Source: an optimization exercise on an open RTL-to-GDS flow (aim: small area). Production flows keep margins and buffers that such runs may drop.

## before
==> flow/design.v (excerpt) <==
module comms(
    input clk,
    input BTNC,
    input BTNU,
    input BTND,
    input BTNR,
    input BTNL,
    input[7:0] D_SW,
    output [7:0] LED,
    output JA1,
    input JA2,
    output JA3,
    input JA4,
    output JB1,
    input JB2,
    output JB3,
    output JB7,
    output JB8,
    input JA7,
    output JA8,
    input JA9,
    input JA10,
    output JB9,
    input JB10_I,
    output JB10_O,
    output JB10_OE,
    input JC1_N,
    input JC1_P_I,
    output JC1_P_O,
    output JC1_P_OE
);
localparam UART = 2'd0;
localparam SPI = 2'd1;
wire [1:0] mode;
wire [7:0] uart_data_received;
wire [2:0] uart_spd;
wire [7:0] spi_data_received;
wire spi_mode, cpol, cpha;
wire [2:0] spi_spd;
wire [7:0] i2c_data_received;
wire i2c_mode;
wire [1:0] i2c_spd;
assign LED = (mode == UART ? uart_data_received : (mode == SPI ? spi_data_received : i2c_data_received));
console console(.clk(clk), .reset(BTNC), .tx(JA1), .rx(JA2), .mode(mode), .uart_spd(uart_spd), .spi_spd(spi_spd),
                .spi_mode(spi_mode), .spi_cpol(cpol), .spi_cpha(cpha),
                .i2c_mode(i2c_mode), .i2c_spd(i2c_spd));
uart uart(.clk(clk), .reset(BTNC), .spd(uart_spd), .send(BTND), .tx_data(D_SW), .rx(JA4), .tx(JA3), .rx_data(uart_data_received));
spi spi(.clk(clk), .reset(BTNC), .mode(spi_mode), .spd(spi_spd), .cpol(cpol), .cpha(cpha), .data2send(D_SW), .data_received(spi_data_received),
        .send1(BTNR), .send2(BTNL), .master_sclk(JB1), .master_miso(JB2), .master_mosi(JB3), .master_cs1(JB7), .master_cs2(JB8),
        .slave_sclk(JA7), .slave_miso(JA8), .slave_mosi(JA9), .slave_cs(JA10));
i2c i2c(.clk(clk), .reset(BTNC), .spd(i2c_spd), .mode(i2c_mode), .addr2send(D_SW[6:0]), .data2send(D_SW), .send(BTNU),
        .master_scl(JB9), .master_sda_i(JB10_I), .master_sda_o(JB10_O), .master_sda_oe(JB10_OE),
  ...
Size in the first run: ~1700 cells after synthesis, about 250 flip-flops, roughly 15000 um2 of cells after synthesis.
export LEC_CHECK = 0
export CAP_MARGIN = 20
export CORE_MARGIN = 2
export CORE_UTILIZATION = 40
export CTS_BUF_LIST = sky130_fd_sc_hd__clkbuf_4
export CTS_CLUSTER_DIAMETER = 50
export CTS_CLUSTER_SIZE = 10
export SLEW_MARGIN = 20
create_clock -name core_clock -period 80.0 [get_ports {clk}]
standard.sh (not shown) runs the stock make flow with config.mk's settings and CLKGATE_MAP_FILE= SYNTH_SCRIPT=/design/flow/synth_recipe.tcl, a recipe that flattens the netlist after the stock synthesis.
==> flow/flow/run.sh <==
#!/bin/bash
# Layout flow: the standard ORFS flow (standard synthesis unchanged) with
# two changes to how the layout is made:
#  - ports are buffered with sky130_fd_sc_hd__buf_1 instead of the default
#    buffer_ports choice (every input and output port still gets a buffer);
#  - clock tree synthesis uses clkbuf_4 leaf clusters of at most 10 sinks
#    and inserts no dummy loads.
# ORFS writes each step's full log under orfs/logs/; make's own output goes
# to standard.log in this folder.
set -euo pipefail
export BUFFER_PORTS_ARGS="-buffer_cell sky130_fd_sc_hd__buf_1"
export CTS_ARGS="-sink_clustering_enable -repair_clock_nets -buf_list sky130_fd_sc_hd__clkbuf_2 -dont_use_dummy_load"
bash standard.sh finish > standard.log 2>&1
diff inputs: before => after
==> flow/run.sh (new file) <==
#!/bin/bash
# synth_recipe.tcl (not shown) runs the flow's synth.tcl, then flattens the netlist and writes it again
# the make line also repeats each setting of config.mk as NAME=value (left out here)
make -C /OpenROAD-flow-scripts/flow DESIGN_CONFIG=/design/flow/config.mk WORK_HOME=/design/flow/orfs CLKGATE_MAP_FILE= SYNTH_SCRIPT=/design/flow/synth_recipe.tcl finish
removed: flow/flow/run.sh
removed: flow/standard.sh
Findings:
- Status: count of placed standard cells in the final layout, fillers left out parity (after, before)
- Between after and before, the difference in routed wire length is negligible.
- Going from before to after, clock-buffer cell count now smaller, final antenna diode count now larger, design area now larger.
- When the final numbers for after and before were put side by side, the area overhead of the layout relative to synthesis turned out to be greater in after.
No run of this note included a check of the RTL's function; only the layout flow was run.

-- what the ideal ports hide --
The flow's constraints put no driver on any port. The routed layouts listed below were extracted and timed again, unchanged, in two steps.
Step 1 assumes that a clkbuf_16 drives the clock port and a buf_2 every other input.
Step 2 also shifts input and output timing later by t, the mid clock arrival at the registers, as if the neighbouring blocks saw the same clock.
a / b / c = ideal ports / drivers / drivers and shift; a / b = the first two.
| run | t, ns | setup slack, ns | worst setup path at the end | cell pins on the clock port's net |
|---|---|---|---|---|
| before | 0.894 | 61.835 / 61.789 / 62.462 | input, reset recovery | 1 |
| after | 0.777 | 61.516 / 61.473 / 61.525 | input, reset recovery | 1 |
After both steps setup and hold are still met in every run listed. The worst setup slack also covers recovery checks on asynchronous resets.
